Source: an optimization exercise on an open RTL-to-GDS flow (aim: small area, a short achievable clock period and few clock cycles per item). Production flows keep margins and buffers that such runs may drop. At most, simulation tests tie the RTL to the original design; equivalence was not proved. Function not checked in runs 2 to 4: the RTL went through the layout flow alone. No run shown here takes its clock network from TritonCTS; it comes from the design's own scripts or RTL. The flow treats the clock pin as an ideal source. Dropping or thinning the clock tree relies on that and would not hold on a real chip. Power is estimated from default activity; no workload was simulated.

==> design.v <==
`timescale 1ns / 1ps
`default_nettype none
module reorder(
    input  wire clk,
    input  wire rst,
    output wire  [9:0] granule_ch0_read_addr,
    input  wire [17:0] granule_ch0_read_data,
    output wire        granule_ch0_write_enable,
    output wire  [9:0] granule_ch0_write_addr,
    output wire [17:0] granule_ch0_write_data,
    output wire  [9:0] granule_ch1_read_addr,
    input  wire [17:0] granule_ch1_read_data,
    output wire        granule_ch1_write_enable,
    output wire  [9:0] granule_ch1_write_addr,
    output wire [17:0] granule_ch1_write_data,
    input  wire  [1:0] header_sampling_frequency,
    input  wire  [1:0] sideinfo_ch0_block_type,
    input  wire        sideinfo_ch0_window_switching_flag,
    input  wire        sideinfo_ch0_mixed_block_flag,
    input  wire  [1:0] sideinfo_ch1_block_type,
    input  wire        sideinfo_ch1_window_switching_flag,
    input  wire        sideinfo_ch1_mixed_block_flag,
    input  wire        stage_ready,
    output wire        stage_done
    );
	reg [9:0] idx;       
	reg [9:0] src;       
	reg [1:0] win;       
	reg [3:0] band;      
	reg [5:0] hm1;       
	reg       go;        
	reg       act;       
	reg       busy;      
	reg       done;
	reg [9:0] waddr;     
	reg       perm0, perm1;    
	wire [6:0] wm1  = {hm1, 1'b1};
	wire       win2 = win[1];
	wire       band_end = win2 & (src[7:1] == idx[7:1]);
	wire [9:0] step = win2 ? {2'b11, ~wm1, 1'b1} : {3'd0, wm1};
	wire [9:0] idx_inc;
	wire [9:0] src_sum;
	prefix_add10 inc_i (.a(idx), .b(10'd0), .ci(1'b1), .s(idx_inc));
	prefix_add10 add_s (.a(src), .b(step), .ci(~win2), .s(src_sum));
	reg [5:0] next_hm1;
	always @(*) begin
		case ({header_sampling_frequency[1], header_sampling_frequency[1] ? 1'b0 : header_sampling_frequency[0], band})
			{2'd0, 4'd0}: next_hm1 = 6'd1;
			{2'd0, 4'd1}: next_hm1 = 6'd1;
			{2'd0, 4'd2}: next_hm1 = 6'd1;
			{2'd0, 4'd3}: next_hm1 = 6'd2;
			{2'd0, 4'd4}: next_hm1 = 6'd3;
			{2'd0, 4'd5}: next_hm1 = 6'd4;
			{2'd0, 4'd6}: next_hm1 = 6'd5;
			{2'd0, 4'd7}: next_hm1 = 6'd6;
			{2'd0, 4'd8}: next_hm1 = 6'd8;
			{2'd0, 4'd9}: next_hm1 = 6'd10;
			{2'd0, 4'd10}: next_hm1 = 6'd14;
			{2'd0, 4'd11}: next_hm1 = 6'd27;
			{2'd1, 4'd0}: next_hm1 = 6'd1;
			{2'd1, 4'd1}: next_hm1 = 6'd1;
			{2'd1, 4'd2}: next_hm1 = 6'd1;
			{2'd1, 4'd3}: next_hm1 = 6'd2;
			{2'd1, 4'd4}: next_hm1 = 6'd2;
			{2'd1, 4'd5}: next_hm1 = 6'd4;
			{2'd1, 4'd6}: next_hm1 = 6'd5;
			{2'd1, 4'd7}: next_hm1 = 6'd6;
			{2'd1, 4'd8}: next_hm1 = 6'd7;
			{2'd1, 4'd9}: next_hm1 = 6'd9;
			{2'd1, 4'd10}: next_hm1 = 6'd12;
			{2'd1, 4'd11}: next_hm1 = 6'd32;
			{2'd2, 4'd0}: next_hm1 = 6'd1;
			{2'd2, 4'd1}: next_hm1 = 6'd1;
			{2'd2, 4'd2}: next_hm1 = 6'd1;
			{2'd2, 4'd3}: next_hm1 = 6'd2;
			{2'd2, 4'd4}: next_hm1 = 6'd3;
			{2'd2, 4'd5}: next_hm1 = 6'd5;
			{2'd2, 4'd6}: next_hm1 = 6'd7;
			{2'd2, 4'd7}: next_hm1 = 6'd9;
			{2'd2, 4'd8}: next_hm1 = 6'd12;
			{2'd2, 4'd9}: next_hm1 = 6'd16;
			{2'd2, 4'd10}: next_hm1 = 6'd20;
			{2'd2, 4'd11}: next_hm1 = 6'd5;
			default: next_hm1 = 6'd1;
		endcase
	end
	wire [9:0] src_next  = band_end ? idx_inc : src_sum;
	wire [3:0] band_next = band + {3'd0, band_end};
	wire short0 = sideinfo_ch0_window_switching_flag & (sideinfo_ch0_block_type == 2'd2);
	wire short1 = sideinfo_ch1_window_switching_flag & (sideinfo_ch1_block_type == 2'd2);
	wire ge3 = (band >= 4'd3);
	always @(posedge clk) begin
		waddr <= idx;
		go    <= ~rst & (stage_ready | (go & (idx != 10'd574)));
		act   <= ~rst & (stage_ready | go);
		busy  <= ~rst & (stage_ready | act);
		done  <= ~rst & act & ~go;
		perm0 <= short0 & (~sideinfo_ch0_mixed_block_flag | ge3);
		perm1 <= short1 & (~sideinfo_ch1_mixed_block_flag | ge3);
		if (go) begin
			idx   <= idx_inc;
			src   <= src_next;
			win   <= win2 ? 2'd0 : win + 2'd1;
			band  <= band_next;
			if (band_end)
				hm1 <= next_hm1;
		end else begin
			idx   <= {9'd0, stage_ready};
			src   <= {7'd0, stage_ready, 2'd0};
			win   <= {1'b0, stage_ready};
			band  <= 4'd0;
			hm1   <= 6'd1;
		end
	end
	assign granule_ch0_read_addr = perm0 ? src : idx;
	assign granule_ch1_read_addr = perm1 ? src : idx;
	assign granule_ch0_write_enable = busy;
	assign granule_ch1_write_enable = busy;
	assign granule_ch0_write_addr = waddr;
	assign granule_ch1_write_addr = waddr;
	assign granule_ch0_write_data = granule_ch0_read_data;
	assign granule_ch1_write_data = granule_ch1_read_data;
	assign stage_done = done;
endmodule
module prefix_add10(
    input  wire [9:0] a,
    input  wire [9:0] b,
    input  wire       ci,
    output wire [9:0] s
    );
	wire [9:0] p = a ^ b;
	wire [9:0] g = a & b;
	reg  [9:0] G, P, Gn, Pn;
	integer i, l;
	always @(*) begin
		G = g;
		P = p;
		G[0] = g[0] | (p[0] & ci);
		for (l = 1; l < 16; l = l * 2) begin
			Gn = G;
			Pn = P;
			for (i = 0; i < 10; i = i + 1)
				if ((i / l) % 2 == 1) begin
					Gn[i] = G[i] | (P[i] & G[(i / l) * l - 1]);
					Pn[i] = P[i] & P[(i / l) * l - 1];
				end
			G = Gn;
			P = Pn;
		end
	end
	assign s = p ^ {G[8:0], ci};
endmodule
==> flow/run.sh <==
#!/bin/bash
# Standard layout, with three changes: the smallest buffer on the ports,
# adders left to ABC (no full/half-adder cells), and a clock tree of one
# level of clock buffers (flow/cts_one_buffer.tcl) in place of TritonCTS.
set -euo pipefail
rm -rf scripts
cp -r "$FLOW_HOME/scripts" scripts
python3 - <<'PY'
p = 'scripts/cts.tcl'
s = open(p).read()
old = 'log_cmd clock_tree_synthesis {*}$cts_args'
assert old in s
s = s.replace(old, 'source $::env(ONE_CTS_TCL)')
open(p, 'w').write(s)
PY
export SCRIPTS_DIR="$PWD/scripts"
export ONE_CTS_TCL="$PWD/flow/cts_one_buffer.tcl"
export ONE_CLKPORT=clk
export ONE_CLKBUF=sky130_fd_sc_hd__clkbuf_16
export ONE_CLKGROUPS=2
export BUFFER_PORTS_ARGS="-buffer_cell sky130_fd_sc_hd__buf_1"
export ADDER_MAP_FILE=
bash standard.sh > standard.log 2>&1
==> flow/cts_one_buffer.tcl <==
# Clock tree of one level: the clock port drives ONE_CLKGROUPS (1, 2 or 4)
# clock buffers, each placed at the centre of its group of flip-flops (the
# flip-flops split at the median x, then at the median y).
set cts_block [ord::get_db_block]
set cts_dbu [$cts_block getDbUnitsPerMicron]
set cts_net [[$cts_block findBTerm $::env(ONE_CLKPORT)] getNet]
set cts_netname [$cts_net getName]
set cts_sinks {}
foreach it [$cts_net getITerms] {
  set bb [[$it getInst] getBBox]
  lappend cts_sinks [list [expr {([$bb xMin] + [$bb xMax]) / 2.0 / $cts_dbu}] \
    [expr {([$bb yMin] + [$bb yMax]) / 2.0 / $cts_dbu}] \
    "[[$it getInst] getName]/[[$it getMTerm] getName]"]
}
proc cts_split {sinks idx} {
  set s [lsort -real -index $idx $sinks]
  set h [expr {[llength $s] / 2}]
  return [list [lrange $s 0 [expr {$h - 1}]] [lrange $s $h end]]
}
set cts_groups [list $cts_sinks]
if {$::env(ONE_CLKGROUPS) >= 2} { set cts_groups [cts_split $cts_sinks 0] }
if {$::env(ONE_CLKGROUPS) >= 4} {
  set g {}
  foreach grp $cts_groups { lappend g {*}[cts_split $grp 1] }
  set cts_groups $g
}
set cts_i 0
foreach grp $cts_groups {
  set x 0.0
  set y 0.0
  set pins {}
  foreach s $grp {
    set x [expr {$x + [lindex $s 0]}]
    set y [expr {$y + [lindex $s 1]}]
    lappend pins [get_pins [lindex $s 2]]
  }
  set x [expr {$x / [llength $grp]}]
  set y [expr {$y / [llength $grp]}]
  set buf [sta::sta_to_db_inst [insert_buffer -buffer_cell $::env(ONE_CLKBUF) \
    -net $cts_netname -load_pins $pins -location [list $x $y] \
    -buffer_name clkbuf_one_$cts_i -net_name clknet_one_$cts_i]]
  foreach it [$buf getITerms] {
    if {[$it isOutputSignal]} {
      [$it getNet] setSigType CLOCK
      puts "cts_one_buffer: [$buf getName] at $x $y drives [llength $grp] sinks on [[$it getNet] getName]"
    }
  }
  incr cts_i
}
set_propagated_clock [all_clocks]
==> standard.sh <==
#!/bin/bash
# synth_recipe.tcl (not shown) runs the flow's synth.tcl, then flattens the netlist and writes it again
# the make line also repeats each setting of config.mk as NAME=value (left out here)
make -C /OpenROAD-flow-scripts/flow DESIGN_CONFIG=/design/flow/config.mk WORK_HOME=/design/flow/orfs CLKGATE_MAP_FILE= SYNTH_SCRIPT=/design/flow/synth_recipe.tcl "${@:-finish}"
==> config.mk <==
export PLATFORM = sky130hd
export DESIGN_NAME = reorder
export DESIGN_NICKNAME = reorder
export VERILOG_FILES = /design/flow/design.v
export SDC_FILE = /design/flow/constraint.sdc
export NUM_CORES = 4
export LEC_CHECK = 0
export ABC_AREA = 1
export CAP_MARGIN = 20
export CORE_MARGIN = 2
export CORE_UTILIZATION = 60
export PLACE_DENSITY = 0.8
export SETUP_SLACK_MARGIN = 2.1
export SLEW_MARGIN = 20
==> constraint.sdc <==
create_clock -name core_clock -period 4.0 [get_ports {clk}]
set_input_delay 0.8000 -clock core_clock [delete_from_list [all_inputs] [get_ports {clk}]]
set_output_delay 0.8000 -clock core_clock [all_outputs]
set_load 0.01 [all_outputs]
==> results of run 1 <==
-- through the flow --
step	utilization (%)	instances	hold slack (ns)	cell area [um^2]	total power, mW
4_1_cts	61.1	500	0.361	2890	0.904
2_1_floorplan	-	432	0.331	2940	0.698
6_report	62.2	504	0.358	2940	0.908
5_1_grt	62.2	504	0.364	2940	0.961
3_5_place_dp	59.9	498	0.345	2830	0.699
3_3_place_gp	59.9	498	0.343	2830	0.696
-- cells in the mapped netlist --
cell type  instances
nor4_2             1
nor3_2             2
nand2_1           99
buf_6              1
clkbuf_1           7
xor2_1             7
a21oi_1           10
buf_4             48
a22oi_1            1
nor3_1             7
a32oi_1            2
nor2_2             2
nand2_2            9
dfxtp_1           48
a31oi_1            2
inv_2              6
clkinv_1           2
o22ai_1            4
nor2_1            37
o21ai_0           38
nand2_4            1
nor4_1             2
nor2_4             1
and3_1             1
a211oi_2           1
nand4_1            6
xnor2_1            2
nand3_2            6
inv_1             50
nand3_4            2
o21ai_1            8
a32o_1             1
nand3_1           16
a311oi_1           2
-- layout make-up, clock buffers not listed --
type	instances	area, um^2
fill	419	1780
multi-input combinational	270	1380
sequential	48	975
timing repair buffer	59	236
inverter	58	218
tap	67	83.8
-- state kept, by name, summed over array words and instances (netlist names) --
| name | cells |
|---|---|
| done | 1 |
| perm1 | 1 |
| act | 1 |
| hm1 | 6 |
| win | 2 |
| idx | 10 |
| busy | 1 |
| src | 10 |
| band | 4 |
| perm0 | 1 |
| waddr | 10 |
| go | 1 |
-- worst max path at each step --
stage | start | to | slack (ns) | cells after the start
4_1_cts | perm1 | granule_ch1_read_addr[4] | 2.09 | 3
6_report | src[4] | granule_ch1_read_addr[4] | 2.18 | 3
2_1_floorplan | granule_ch0_read_data[0] | granule_ch0_write_data[0] | 2.28 | 1
5_1_grt | win[1] | src[7] | 2.05 | 11
3_5_place_dp | header_sampling_frequency[1] | hm1[2] | 2.07 | 6
3_3_place_gp | header_sampling_frequency[1] | hm1[2] | 2.08 | 6
-- power groups by stage --
stage	Clock, mW	Sequential [mW]	Combinational [mW]
final	0.211	0.531	0.166
after global routing	0.239	0.535	0.187
after CTS	0.215	0.531	0.158
after detailed placement	0	0.542	0.157
after global placement	0	0.541	0.154
after floorplan	0	0.530	0.168
-- layer usage --
metal	vias up	part of all wire, %
li1	1344	-
met1	1186	43
met2	130	46
met3	20	7.9
met4	0	2.3
met5	-	0
-- worst reg2reg max path: stages, from the launching register on --
cell	delay (ns)
dfxtp_1	0.40
inv_2	0.08
nand2_1	0.06
o21ai_1	0.10
nor4_4	0.36
nand2_4	0.19
inv_2	0.19
nand2_2	0.11
nor3_2	0.12
nor2_1	0.05
-- repair_timing --
action | CTS | global route
gates resized for setup | 3 | 8
buffers inserted | 0 | 4
pin swaps | 0 | 2
endpoints found under the setup margin | 25 | 28
-- cells by family after synthesis --
kind of cell | after synthesis | synth area share (%)
compound gates | 69 | 13.0
flops | 48 | 32.7
xor+xnor | 9 | 2.68
simple gates | 192 | 30.7
buf+inv | 114 | 20.9
==> results.py, run 1 <==
metrics = {
    "worst_setup_path": {
        "crit_buf_inv": 1,
        "cp-end-kind": "output pin",
        "rr_endpoint": "hm1[0]",
        "required_ns": 3.20,
        "crit_type": "reg2out",
        "cpPeakStageDelay_ns": 0.49,
        "critPathSlowestCell": "dfxtp_1",
        "critPathTopFamily": "flip-flops",
        "worstPathMaxFanout": 6,
        "crit_chain": "nand2_1 -> o21ai_0 -> buf_1",
        "crit_arrival_ns": 1.02,
        "worstRegToRegCells": 9,
        "r2r_setup_slack_ns": 2.24,
        "cp-start-kind": "register",
        "r2r_start": "idx[4]",
    },
    "job": {
        "drv_cap": 0,
    },
    "placed_design": {
        "dpl.hpwl_mm": 4.73,
        "finalWeightedCongestion": 0.920,
        "dp_slack_ns": 2.07,
        "place.port_buffers": 55,
    },
    "power": {
        "p_sw_share_pct": 28.3,
        "peakVddDrop_uv": 338,
        "power.clock.fraction_pct": 23.2,
        "total_leakage_power_nw": 1.30,
        "power_density_mw_per_mm2": 309,
        "power.internal_mw": 0.651,
        "pwr-share-comb_pct": 18.3,
        "switchingPower_mw": 0.257,
        "p_seq_share_pct": 58.5,
    },
    "drt": {
        "drtIter0Drc": 168,
        "drc": 0,
        "vias": 2680,
        "avgRoutedWirePerCell_um": 12.3,
        "dr.pass1.iters": 5,
        "viasPerCell": 5.32,
        "wl_mm": 6.21,
        "ant_nets": 0,
    },
    "global_routing": {
        "gr-usage-all-layers_pct": 22.5,
        "top_usage_layer": "met2",
        "grt_max_degree": 25,
        "antenna_found_initial": 0,
        "use_met2_pct": 39.1,
        "gr-total-overflow": 0,
        "grt_pass1_vias": 2293,
        "met1_usage_pct": 29.8,
        "met3_usage_pct": 2.30,
        "grt_pass1_wl_mm": 10.1,
    },
    "hold_path": {
        "hp-class": "reg2reg",
        "holdPathStages": 0,
        "min_to": "waddr[9]",
        "holdCritStartpoint": "idx[9]",
    },
    "timing": {
        "report.final.setup_viol": 0,
        "period_minus_slack_ns": 1.82,
        "worst_pin_slew_ns": 0.561,
        "hold_viol_final": 0,
        "slew_headroom_pct": 62.6,
        "rsz0062_at_grt": "yes",
        "clock_skew_ns": 0.00253,
        "setup_slack_ns": 2.18,
        "finalCritPeriodShare_pct": 45.6,
        "fmax_mhz": 548,
        "final_max_slew_viol_count": 0,
        "fin_tns_setup_ns": 0,
    },
    "clock_tree": {
        "clk_pin_slew_ns": 0.09,
        "hold_buffers": 0,
        "insertion_delay_ns": 0.15,
    },
    "logic_synthesis": {
        "yosysWarningCount": 2,
        "netlist_area_mm2": 0.00294,
        "synth.ff_latch_count": 48,
        "syn_inst": 432,
        "synth_top_cell_area_share_pct": 32.7,
        "synth_fp_nets": 481,
        "seq_area_frac_synth_pct": 32.7,
        "avgSynthCellArea_um2": 6.80,
        "synth.distinct_cells": 34,
        "synth_top_cell_by_area": "dfxtp_1",
        "synth_top_cells_by_area": "dfxtp_1 (33%), nand2_1 (13%), buf_4 (12%)",
    },
    "floorplan": {
        "rows": 25,
        "die_w_um": 74.0,
        "initial_core_util_pct": 62.2,
        "die_area_mm2": 0.00547,
        "pin_count": 128,
        "core-area_mm2": 0.00472,
        "dieHeight_um": 74.0,
    },
    "finish": {
        "most-common-layout-cells": "nand2_1 (99), buf_1 (55), inv_1 (50), dfxtp_1 (41), o21ai_0 (38)",
        "layout-drive-gt1-share_pct": 10.1,
        "layout.nets": 488,
        "final_common_cell": "nand2_1",
        "layout-area-overhead-vs-synth_pct": 0.0000340,
        "antenna-diode-count": 0,
    },
    "status": {
        "run_status": "finished clean",
    },
}
Testbench counts, summed over its fixed seeds: cycles 73,728, granules 128.
==> run 2: changes to the inputs <==
--- a/design.v
+++ b/design.v
@@ -39,3 +39,3 @@
 	wire       band_end = win2 & (src[7:1] == idx[7:1]);
-	wire [9:0] step = win2 ? {2'b11, ~wm1, 1'b1} : {3'd0, wm1};
+	wire [9:0] step = band_end ? 10'd0 : win2 ? {2'b11, ~wm1, 1'b1} : {3'd0, wm1};
 	wire [9:0] idx_inc;
@@ -43,3 +43,3 @@
 	prefix_add10 inc_i (.a(idx), .b(10'd0), .ci(1'b1), .s(idx_inc));
-	prefix_add10 add_s (.a(src), .b(step), .ci(~win2), .s(src_sum));
+	prefix_add10 add_s (.a(src), .b(step), .ci(~win2 | band_end), .s(src_sum));
 	reg [5:0] next_hm1;
@@ -86,3 +86,3 @@
 	end
-	wire [9:0] src_next  = band_end ? idx_inc : src_sum;
+	wire [9:0] src_next  = src_sum;
 	wire [3:0] band_next = band + {3'd0, band_end};
--- a/flow/run.sh
+++ b/flow/run.sh
@@ -1,3 +1,4 @@
 #!/bin/bash
-# Standard layout, with three changes: the smallest buffer on the ports,
+# Standard layout, with four changes: the smallest buffer on the ports,
+# an ABC mapping script of its own (flow/abc_area.script),
 # adders left to ABC (no full/half-adder cells), and a clock tree of one
@@ -7,2 +8,3 @@
 cp -r "$FLOW_HOME/scripts" scripts
+cp flow/abc_area.script scripts/abc_area.script
 python3 - <<'PY'
==> flow/abc_area.script (new file) <==
strash
dch
dch
map -B 0.9
topo
stime -c
buffer -c
upsize -c
dnsize -c
--- a/config.mk
+++ b/config.mk
@@ -10,4 +10,4 @@
 export CORE_MARGIN = 2
-export CORE_UTILIZATION = 60
-export PLACE_DENSITY = 0.8
+export CORE_UTILIZATION = 40
+export PLACE_DENSITY = 0.6
 export SETUP_SLACK_MARGIN = 2.1
==> run 2 against run 1 <==
Cell area increased by 9.5%. Critical path type is now reg2reg. Highest routed layer unchanged. First-iteration DRC count decreased by 23%. Fmax decreased by 5.8%. Hold slack improved by 0.023 ns. Critical path depth increased by 11. Sequential cell count unchanged. Total power increased by 4.4%. Critical endpoint is now band[3]. Cell count increased by 5.2%.
==> results.py, run 2 <==
metrics = {
    "status": {
        "run_status": "finished clean",
    },
    "logic_synthesis": {
        "synth.ff_latch_count": 48,
        "syn_inst": 406,
        "netlist_area_mm2": 0.00280,
        "synth_fp_nets": 455,
        "synthTopCellsByCount": "nand2_1 (83), inv_1 (54), dfxtp_1 (48)",
        "avgSynthCellArea_um2": 6.89,
        "synth.distinct_cells": 35,
        "async_flop_share_pct": 0,
        "synth_top_cell_by_area": "dfxtp_1",
        "synth_edf_count": 0,
        "synth.most_common_cell": "nand2_1",
        "synth_top_cells_by_area": "dfxtp_1 (34%), buf_4 (13%), nand2_1 (11%)",
        "yosysWarningCount": 2,
        "ys.flop_type": "dfxtp_1",
        "seq_area_frac_synth_pct": 34.3,
        "synth_top_cell_area_share_pct": 34.3,
    },
    "clock_tree": {
        "clk_pin_slew_ns": 0.09,
        "insertion_delay_ns": 0.16,
        "hold_buffers": 0,
    },
    "finish": {
        "antenna-diode-count": 0,
        "most-common-layout-cells": "nand2_1 (70), buf_1 (53), inv_1 (47), o21ai_0 (43), dfxtp_1 (31)",
        "multi_input_area_mm2": 0.00139,
        "layout-drive-gt1-share_pct": 24.0,
        "fillers": 682,
        "reg_top3": "idx (10), src (10), waddr (10)",
        "layout-area-overhead-vs-synth_pct": 15.0,
        "seq_area_mm2": 0.00101,
        "final_common_cell": "nand2_1",
        "layout.nets": 485,
    },
    "worst_setup_path": {
        "worstPathMaxFanout": 8,
        "worstSetupStartpoint": "src[5]",
        "r2r_start": "src[5]",
        "required_ns": 4.06,
        "cp-end-kind": "register",
        "worstRegToRegCells": 14,
        "crit_arrival_ns": 2.00,
        "cp-start-kind": "register",
        "crit_type": "reg2reg",
    },
    "drt": {
        "drtIter0Drc": 130,
        "ant_nets": 0,
        "drc": 0,
        "vias": 2530,
        "viasPerCell": 4.77,
        "avgRoutedWirePerCell_um": 11.6,
        "wl_mm": 6.13,
        "dr.pass1.iters": 4,
    },
    "global_routing": {
        "antenna_found_initial": 0,
        "gr-total-overflow": 0,
        "grt_pass1_wl_mm": 9.76,
        "grt_max_degree": 25,
        "grt_pass1_vias": 2167,
        "gr-usage-all-layers_pct": 15.0,
    },
    "placed_design": {
        "dpl.hpwl_mm": 4.31,
        "place.port_buffers": 55,
        "finalWeightedCongestion": 0.896,
        "dp_slack_ns": 1.92,
    },
    "timing": {
        "setup_slack_ns": 2.06,
        "finalCritPeriodShare_pct": 48.4,
        "clock_skew_ns": 0.00518,
        "rsz0062_at_grt": "yes",
        "hold_viol_final": 0,
        "fin_tns_setup_ns": 0,
        "slew_headroom_pct": 73.9,
        "fmax_mhz": 516,
        "final_max_slew_viol_count": 0,
        "report.final.setup_viol": 0,
        "worst_pin_slew_ns": 0.392,
        "period_minus_slack_ns": 1.94,
    },
    "hold_path": {
        "holdPathStages": 0,
        "hp-class": "reg2reg",
        "holdCritStartpoint": "idx[8]",
    },
    "floorplan": {
        "core-area_mm2": 0.00679,
        "initial_core_util_pct": 41.2,
        "rows": 30,
        "die_area_mm2": 0.00768,
        "die_w_um": 87.6,
        "pin_count": 128,
        "dieHeight_um": 87.6,
    },
    "power": {
        "peakVddDrop_uv": 192,
        "power_density_mw_per_mm2": 295,
        "total_leakage_power_nw": 1.33,
    },
    "job": {
        "drv_cap": 0,
    },
}
[run 2: cell types whose count changed after synthesis, moves of 4 or more]
cell,delta
a211oi_1,+5
a21oi_1,+9
inv_1,+4
inv_2,-4
nand2_1,-16
nand2_2,-4
nand3_2,-5
nor3_1,-5
o21ai_0,+6
o21ai_1,-8
o22ai_1,-4
xnor2_1,+4
xor2_1,-6
[run 2: final timing paths]
kind / endpoint / slack [ns]
worst max-delay path: band[3] / 2.06
worst min-delay path: waddr[8] / 0.38
worst max register to register: band[3] / 2.06
worst min register to register: waddr[8] / 0.38
[run 2: repair_timing]
action / 4_1_cts / 5_1_grt
pin swaps: 17 / 23
resized for setup: 32 / 51
setup endpoints to repair: 29 / 31
buffers inserted: 13 / 14
[run 2: layout make-up, clock buffers not listed]
cell class,count,share of cell area (%)
multi-input combinational,245,43.1
sequential,48,31.5
timing repair buffer,83,13.1
inverter,56,6.96
tap,96,3.73
[run 2: logic make-up (layout without fill, tap and decap cells)]
kind of cell | Yosys count | after routing | synth area share [%]
flip-flops | 48 | 48 | 34.3
buffers and inverters | 113 | 141 | 21.6
AND/OR/NAND/NOR | 158 | 158 | 25.4
XOR/XNOR | 7 | 7 | 2.19
AO/OA/AOI/OAI | 80 | 80 | 16.4
[run 2: metal layers]
metal / part of all wire (%) / global-route usage (%)
met4: 0.57 / 2.66
met3: 6.3 / 1.23
met2: 47 / 25.4
met1: 46 / 21.0
met5: 0 / 0
[run 2: critical path, stage by stage (launching register included)]
cell	delay (ns)
dfxtp_4	0.36
xnor2_2	0.18
nand2_2	0.09
nor2_4	0.12
nand2_4	0.11
buf_4	0.16
nor2_4	0.11
inv_4	0.07
nor2_4	0.09
inv_1	0.05
nor2_2	0.17
inv_2	0.06
nor2_4	0.09
a21oi_1	0.07
o21a_1	0.11
[run 2: through the flow]
step | hold slack, ns | util [%] | instances | area (um^2) | power, mW
CTS | 0.380 | 43.4 | 516 | 2950 | 0.921
detailed placement | 0.374 | 40.3 | 501 | 2740 | 0.688
global placement | 0.377 | 40.3 | 501 | 2740 | 0.686
global route | 0.391 | 47.3 | 530 | 3220 | 1.00
floorplan | 0.351 | - | 406 | 2800 | 0.690
finish | 0.381 | 47.3 | 530 | 3220 | 0.948
[run 2: power breakdown]
| group | total [mW] | internal, mW | switching [mW] |
|---|---|---|---|
| Sequential | 0.520 | 0.496 | 0.0246 |
| Combinational | 0.215 | 0.0917 | 0.124 |
| Clock | 0.213 | 0.0918 | 0.121 |
==> run 3: changes to the inputs <==
--- a/config.mk
+++ b/config.mk
@@ -10,4 +10,4 @@
 export CORE_MARGIN = 2
-export CORE_UTILIZATION = 40
-export PLACE_DENSITY = 0.6
+export CORE_UTILIZATION = 60
+export PLACE_DENSITY = 0.8
 export SETUP_SLACK_MARGIN = 2.1
==> run 3 against run 2 <==
Sequential cell count is the same. Wire length grew 6.3%. Cell count shrank 8.1%. Clock power shrank 2%. Combinational power is essentially flat. Critical path type unchanged. Register-to-register slack is essentially flat. Core utilization grew 24 points. Sequential share of layout area grew 0.70 points. Critical endpoint is now src[7]. Fmax grew 0.60%. Setup slack gained 0.011 ns. Clock skew grew 0.0029 ns. Die area shrank 32%. Still clean on timing, DRC and antenna.
==> results.py, run 3 <==
metrics = {
    "status": {
        "run_status": "finished clean",
    },
    "logic_synthesis": {
        "synth_top_cell_by_area": "dfxtp_1",
        "avgSynthCellArea_um2": 6.89,
        "yosysWarningCount": 2,
        "seq_area_frac_synth_pct": 34.3,
        "ys.flop_type": "dfxtp_1",
        "synth.distinct_cells": 35,
        "synth.most_common_cell": "nand2_1",
        "synthTopCellsByCount": "nand2_1 (83), inv_1 (54), dfxtp_1 (48)",
        "netlist_area_mm2": 0.00280,
        "synth_fp_nets": 455,
        "async_flop_share_pct": 0,
        "syn_inst": 406,
        "synth_edf_count": 0,
        "synth_top_cell_area_share_pct": 34.3,
        "synth.ff_latch_count": 48,
        "synth_top_cells_by_area": "dfxtp_1 (34%), buf_4 (13%), nand2_1 (11%)",
    },
    "placed_design": {
        "dpl.hpwl_mm": 4.39,
        "dp_slack_ns": 1.89,
        "place.port_buffers": 55,
        "finalWeightedCongestion": 1.01,
        "place_area_mm2": 0.00268,
    },
    "timing": {
        "hold_viol_final": 0,
        "rsz0062_at_grt": "yes",
        "worst_pin_slew_ns": 0.431,
        "period_minus_slack_ns": 1.93,
        "setup_slack_ns": 2.07,
        "slew_headroom_pct": 71.2,
        "final_max_slew_viol_count": 0,
        "report.final.setup_viol": 0,
        "clock_skew_ns": 0.00804,
        "finalCritPeriodShare_pct": 48.1,
        "fin_tns_setup_ns": 0,
        "fmax_mhz": 519,
    },
    "worst_setup_path": {
        "endpoint": "src[7]",
        "crit_type": "reg2reg",
        "r2r_setup_slack_ns": 2.07,
        "worstRegToRegCells": 16,
        "rr_endpoint": "src[7]",
        "worstPathMaxFanout": 8,
        "worstSetupStartpoint": "idx[7]",
        "required_ns": 4.05,
        "r2r_start": "idx[7]",
        "cp-start-kind": "register",
        "cp-end-kind": "register",
        "crit_arrival_ns": 1.98,
    },
    "global_routing": {
        "gr-total-overflow": 0,
        "grt_pass1_wl_mm": 10.2,
        "grt_max_degree": 25,
        "antenna_found_initial": 0,
        "gr-usage-all-layers_pct": 23.4,
        "grt_pass1_vias": 2350,
    },
    "drt": {
        "dr.pass1.iters": 5,
        "wl_mm": 6.52,
        "vias": 2615,
        "drc": 0,
        "avgRoutedWirePerCell_um": 13.4,
        "viasPerCell": 5.37,
        "drtIter0Drc": 136,
        "ant_nets": 0,
    },
    "finish": {
        "layout-area-overhead-vs-synth_pct": 12.3,
        "most-common-layout-cells": "nand2_1 (72), buf_1 (54), inv_1 (45), o21ai_0 (42)",
        "reg_top3": "idx (10), src (10), waddr (10)",
        "stdcell_area_mm2": 0.00314,
        "layout-drive-gt1-share_pct": 23.7,
        "antenna-diode-count": 0,
        "layout.nets": 486,
        "final_common_cell": "nand2_1",
    },
    "power": {
        "total_leakage_power_nw": 1.32,
        "power_density_mw_per_mm2": 301,
        "peakVddDrop_uv": 224,
    },
    "floorplan": {
        "core-area_mm2": 0.00441,
        "pin_count": 128,
        "die_area_mm2": 0.00523,
        "initial_core_util_pct": 63.4,
        "dieHeight_um": 72.3,
        "die_w_um": 72.3,
        "rows": 24,
    },
    "hold_path": {
        "hp-class": "reg2reg",
    },
    "job": {
        "drv_cap": 0,
    },
    "clock_tree": {
        "insertion_delay_ns": 0.16,
        "clk_pin_slew_ns": 0.09,
    },
}
==> run 3: worst min-delay path by stage <==
stage                          end  cells after the start  startpoint  slack, ns
after floorplan           waddr[8]                      0      idx[8]       0.35
after global placement    waddr[7]                      0      idx[7]       0.37
after detailed placement  waddr[7]                      0      idx[7]       0.37
after CTS                 waddr[9]                      0      idx[9]       0.39
after global routing      waddr[9]                      0      idx[9]       0.40
final                     waddr[9]                      0      idx[9]       0.39
==> run 3: layer usage <==
| metal | vias to the layer above | wire length [um] | part of all wire (%) | global-route usage [%] |
|---|---|---|---|---|
| met1 | 1160 | 2650 | 41 | 29.8 |
| met4 | 0 | 132 | 2.0 | 6.50 |
| li1 | 1308 | - | - | - |
| met3 | 25 | 485 | 7.4 | 2.64 |
| met2 | 122 | 3250 | 50 | 41.9 |
| met5 | - | 0 | 0 | 0 |
==> run 3: area by class of cell, clock buffers not listed <==
class | count | area, um^2
multi-input cells | 245 | 1360
fillers | 369 | 1270
flip-flops and latches | 48 | 1010
repair buffers | 84 | 433
inverters | 56 | 219
well taps | 52 | 65.1
==> run 3: what timing repair did <==
item,in CTS,in global routing
buffers inserted,12,16
setup endpoints to repair,29,25
pin swaps,13,25
cloned,0,0
hold buffers,0,0
resized for setup,31,50
==> run 3: where the power goes <==
group,internal (mW),switching [mW],total [mW]
sequential,0.496,0.0234,0.520
combinational,0.0890,0.127,0.216
clock,0.0917,0.117,0.209
total,0.677,0.268,0.945
==> run 3: metrics by stage <==
step / power (mW) / util (%) / hold WS (ns) / cells
finish: 0.945 / 71.2 / 0.390 / 487
detailed placement: 0.688 / 60.8 / 0.374 / 457
global placement: 0.684 / 60.8 / 0.369 / 457
global route: 0.988 / 71.2 / 0.396 / 487
CTS: 0.909 / 65.4 / 0.394 / 471
floorplan: 0.690 / - / 0.351 / 406
==> run 3: logic make-up after synthesis <==
kind of cell / share of synthesized area (%)
AOI/OAI and AO/OA: 16.4
xor gates and xnor gates: 2.19
buffers and inverters: 21.6
DFF: 34.3
and+or+nand+nor: 25.4
==> run 3: critical path, cell delays in order (launching register included) <==
cell and delay, ns:
dfxtp_2 0.34, inv_2 0.08, nand2_1 0.06, nand2_1 0.07, nand2_2 0.06, nor2_4 0.13, nand2_4 0.11, nand2_4 0.09
nand2_4 0.05, nand2_4 0.08, nand3b_4 0.10, a21oi_4 0.24, nand2_2 0.07, nand2_2 0.09, nand2_2 0.07, a21oi_1 0.12
nor2_1 0.07
==> run 4: changes to the inputs <==
--- a/design.v
+++ b/design.v
@@ -36,2 +36,3 @@
 	reg       perm0, perm1;    
+	reg       seq0, seq1;      
 	wire [6:0] wm1  = {hm1, 1'b1};
@@ -39,3 +40,3 @@
 	wire       band_end = win2 & (src[7:1] == idx[7:1]);
-	wire [9:0] step = band_end ? 10'd0 : win2 ? {2'b11, ~wm1, 1'b1} : {3'd0, wm1};
+	wire [9:0] step = win2 ? {2'b11, ~wm1, 1'b1} : {3'd0, wm1};
 	wire [9:0] idx_inc;
@@ -43,3 +44,3 @@
 	prefix_add10 inc_i (.a(idx), .b(10'd0), .ci(1'b1), .s(idx_inc));
-	prefix_add10 add_s (.a(src), .b(step), .ci(~win2 | band_end), .s(src_sum));
+	prefix_add10 add_s (.a(src), .b(step), .ci(~win2), .s(src_sum));
 	reg [5:0] next_hm1;
@@ -86,3 +87,3 @@
 	end
-	wire [9:0] src_next  = src_sum;
+	wire [9:0] src_next  = band_end ? idx_inc : src_sum;
 	wire [3:0] band_next = band + {3'd0, band_end};
@@ -91,2 +92,4 @@
 	wire ge3 = (band >= 4'd3);
+	wire use0 = short0 & (~sideinfo_ch0_mixed_block_flag | ge3);
+	wire use1 = short1 & (~sideinfo_ch1_mixed_block_flag | ge3);
 	always @(posedge clk) begin
@@ -97,4 +100,6 @@
 		done  <= ~rst & act & ~go;
-		perm0 <= short0 & (~sideinfo_ch0_mixed_block_flag | ge3);
-		perm1 <= short1 & (~sideinfo_ch1_mixed_block_flag | ge3);
+		perm0 <= use0;
+		perm1 <= use1;
+		seq0  <= ~use0;
+		seq1  <= ~use1;
 		if (go) begin
@@ -114,4 +119,4 @@
 	end
-	assign granule_ch0_read_addr = perm0 ? src : idx;
-	assign granule_ch1_read_addr = perm1 ? src : idx;
+	assign granule_ch0_read_addr = (src & {10{perm0}}) | (idx & {10{seq0}});
+	assign granule_ch1_read_addr = (src & {10{perm1}}) | (idx & {10{seq1}});
 	assign granule_ch0_write_enable = busy;
--- a/config.mk
+++ b/config.mk
@@ -10,4 +10,4 @@
 export CORE_MARGIN = 2
-export CORE_UTILIZATION = 60
-export PLACE_DENSITY = 0.8
+export CORE_UTILIZATION = 40
+export PLACE_DENSITY = 0.6
 export SETUP_SLACK_MARGIN = 2.1
==> run 4 against run 3 <==
Cell area fell by 4.2%. Sequential power rose by 4.4%. Cell count rose by 7.8%. Critical path depth fell by 13. Hold slack improved by 0.0023 ns. First-iteration DRC count rose by 8.1%. Core utilization fell by 29 points. Sequential cell count rose by 2. Highest routed layer unchanged.
==> results.py, run 4 <==
metrics = {
    "status": {
        "run_status": "finished clean",
    },
    "logic_synthesis": {
        "synth_top_cell_by_area": "dfxtp_1",
        "synth.most_common_cell": "nand2_1",
        "synth-compound-area-share_pct": 15.1,
        "muxShareOfSynthArea_pct": 0,
        "synth.ff_latch_count": 50,
        "synth_edf_count": 0,
        "avgSynthCellArea_um2": 7.05,
        "synth_fp_nets": 465,
        "synth_xor_area_share_pct": 1.79,
        "synth.distinct_cells": 36,
        "synthTopCellsByCount": "nand2_1 (88), inv_1 (57), dfxtp_1 (50)",
        "synth-adder-area-share_pct": 0,
        "synth-simple-area-share_pct": 27.1,
        "synth_top_family_by_area": "simple AND/OR/NAND/NOR gates",
        "synth_top_cell_area_share_pct": 34.1,
        "seq_area_frac_synth_pct": 34.1,
        "syn_inst": 416,
        "async_flop_share_pct": 0,
        "ys.flop_type": "dfxtp_1",
        "synth_top_cells_by_area": "dfxtp_1 (34%), buf_4 (12%), nand2_1 (11%)",
        "yosysWarningCount": 2,
        "netlist_area_mm2": 0.00293,
    },
    "worst_setup_path": {
        "cpPeakStageDelay_ns": 0.40,
        "worstPathMaxFanout": 4,
        "crit_chain": "inv_1 -> o22ai_1 -> buf_1",
        "crit_type": "reg2out",
        "r2r_setup_slack_ns": 2.24,
        "cp-start-kind": "register",
        "worstRegToRegCells": 9,
        "r2r_start": "src[5]",
        "required_ns": 3.20,
        "cp-end-kind": "output pin",
        "critPathSlowestCell": "dfxtp_1",
        "crit_arrival_ns": 1.06,
        "rr_endpoint": "src[6]",
    },
    "timing": {
        "period_minus_slack_ns": 1.86,
        "final_max_slew_viol_count": 0,
        "fmax_mhz": 538,
        "hold_ws_ns": 0.393,
        "hold_viol_final": 0,
        "worst_pin_slew_ns": 0.604,
        "rsz0062_at_grt": "yes",
        "slew_headroom_pct": 59.7,
        "fin_tns_setup_ns": 0,
        "report.final.setup_viol": 0,
        "clock_skew_ns": 0.00911,
        "finalCritPeriodShare_pct": 46.5,
    },
    "global_routing": {
        "grt_pass1_wl_mm": 10.9,
        "gr-total-overflow": 0,
        "grt_max_degree": 26,
        "gr-usage-all-layers_pct": 16.8,
        "grt_pass1_vias": 2302,
        "antenna_found_initial": 0,
    },
    "power": {
        "switchingPower_mw": 0.268,
        "power_density_mw_per_mm2": 314,
        "peakVddDrop_uv": 201,
        "p_seq_share_pct": 57.5,
        "power.clock.fraction_pct": 23.3,
        "total_leakage_power_nw": 1.33,
        "p_sw_share_pct": 28.3,
        "pwr-share-comb_pct": 19.3,
        "power.internal_mw": 0.677,
    },
    "drt": {
        "drtIter0Drc": 147,
        "dr.pass1.iters": 5,
        "viasPerCell": 5.05,
        "ant_nets": 0,
        "avgRoutedWirePerCell_um": 13.3,
        "drc": 0,
        "vias": 2651,
        "wl_mm": 6.96,
    },
    "finish": {
        "layout-area-overhead-vs-synth_pct": 2.73,
        "most-common-layout-cells": "nand2_1 (88), inv_1 (57), buf_1 (54), dfxtp_1 (41), o22ai_1 (26)",
        "layout-drive-gt1-share_pct": 10.6,
        "reg_top3": "idx (10), src (10), waddr (10)",
        "layout.nets": 477,
        "antenna-diode-count": 0,
        "stdcell_area_mm2": 0.00301,
        "finalNonFillerCells": 525,
        "final_common_cell": "nand2_1",
    },
    "floorplan": {
        "initial_core_util_pct": 40.9,
        "dieHeight_um": 89.6,
        "die_w_um": 89.6,
        "die_area_mm2": 0.00803,
        "core-area_mm2": 0.00718,
        "rows": 31,
        "pin_count": 128,
    },
    "clock_tree": {
        "clk_pin_slew_ns": 0.10,
        "insertion_delay_ns": 0.16,
    },
    "placed_design": {
        "dpl.hpwl_mm": 5.34,
        "place_area_mm2": 0.00287,
        "place.port_buffers": 55,
        "placed_cells": 518,
        "finalWeightedCongestion": 0.853,
    },
    "job": {
        "drv_cap": 0,
    },
    "hold_path": {
        "hp-class": "reg2reg",
        "min_to": "waddr[7]",
        "holdPathStages": 0,
        "holdCritStartpoint": "idx[7]",
    },
}
==> run 4: cell type report, clock buffers not listed <==
class | instances | area [um^2]
fill | 734 | 4160
inverter | 65 | 258
multi-input combinational | 249 | 1310
sequential | 50 | 1010
tap | 99 | 124
timing repair buffer | 60 | 258
==> run 4: worst max-delay path by stage <==
stage / depth (start not counted) / slack [ns] / start / end
global route: 3 / 2.07 / src[5] / granule_ch0_read_addr[5]
CTS: 3 / 2.12 / perm1 / granule_ch1_read_addr[3]
floorplan: 1 / 2.28 / granule_ch0_read_data[0] / granule_ch0_write_data[0]
finish: 3 / 2.14 / src[5] / granule_ch0_read_addr[5]
global placement: 8 / 1.97 / win[1] / src[7]
detailed placement: 8 / 1.89 / win[1] / src[7]
==> run 4: cells by family (layout without fill, tap and decap cells) <==
group	Yosys count	after routing
flip-flops	50	50
AND/OR/NAND/NOR	167	167
XOR/XNOR	6	6
buffers and inverters	117	127
AO/OA/AOI/OAI	76	76
==> run 4: worst max-delay path: cells and delay by family, from the launching register on <==
| family | cells | cell delay [ns] |
|---|---|---|
| AO/OA/AOI/OAI | 1 | 0.19 |
| flip-flops | 1 | 0.40 |
| buffers and inverters | 2 | 0.31 |
==> run 4: timing repair <==
action	CTS	global route
buffers inserted	3	2
gates resized for setup	5	16
pin swaps	1	2
endpoints found under the setup margin	33	24
hold buffers	0	0
==> run 4: stage by stage <==
| stage | setup WS, ns | utilization (%) | power, mW |
|---|---|---|---|
| 6_report | 2.14 | 42.0 | 0.945 |
| 3_5_place_dp | 1.89 | 40.0 | 0.720 |
| 4_1_cts | 2.12 | 41.1 | 0.937 |
| 5_1_grt | 2.07 | 42.0 | 0.988 |
| 2_1_floorplan | 2.28 | - | 0.718 |
| 3_3_place_gp | 1.97 | 40.0 | 0.719 |
==> run 4: metal layers <==
layer | part of all wire, % | GRT usage, % | vias to the layer above
li1 | - | - | 1333
met1 | 44 | 22.3 | 1214
met2 | 48 | 29.4 | 92
met3 | 6.0 | 2.01 | 12
met4 | 2.1 | 3.53 | 0
met5 | 0 | 0 | -
==> run 4: power groups by stage <==
stage | Combinational [mW] | Clock [mW] | Sequential [mW]
final | 0.182 | 0.220 | 0.543
after global routing | 0.204 | 0.238 | 0.546
after CTS | 0.169 | 0.224 | 0.543
after detailed placement | 0.165 | 0 | 0.555
after global placement | 0.164 | 0 | 0.555
after floorplan | 0.170 | 0 | 0.547

## separate check: timing with driven ports
How much do the figures lean on ideal ports? The routed layouts below were timed once more, with nothing changed but the port constraints. Step 1, drivers: a clkbuf_16 drives clk and a buf_2 each remaining input, both assumed. Step 2 times the ports against the registers' clock, not the clock port: input delays grow and output delays shrink by t, the midpoint of the rising clock arrivals with the driver on. Slacks: no drivers / after step 1 / after step 2; pairs: no drivers / after step 1.
run	t, ns	slack for setup (ns)	slew at the worst register clock pin (ns)	cell pins on the clock port's net
run 1	0.197	2.176 / 2.133 / 2.033	0.09 / 0.09	2
run 2	0.203	2.063 / 2.063 / 2.063	0.09 / 0.09	2
run 3	0.202	2.074 / 2.049 / 2.039	0.09 / 0.09	2
run 4	0.210	2.140 / 2.089 / 2.241	0.10 / 0.10	2
After both steps every run listed still meets setup and hold. For run 1, which loses most, drivers alone change the setup slack by -0.043 ns; drivers and shift together by -0.143 ns.
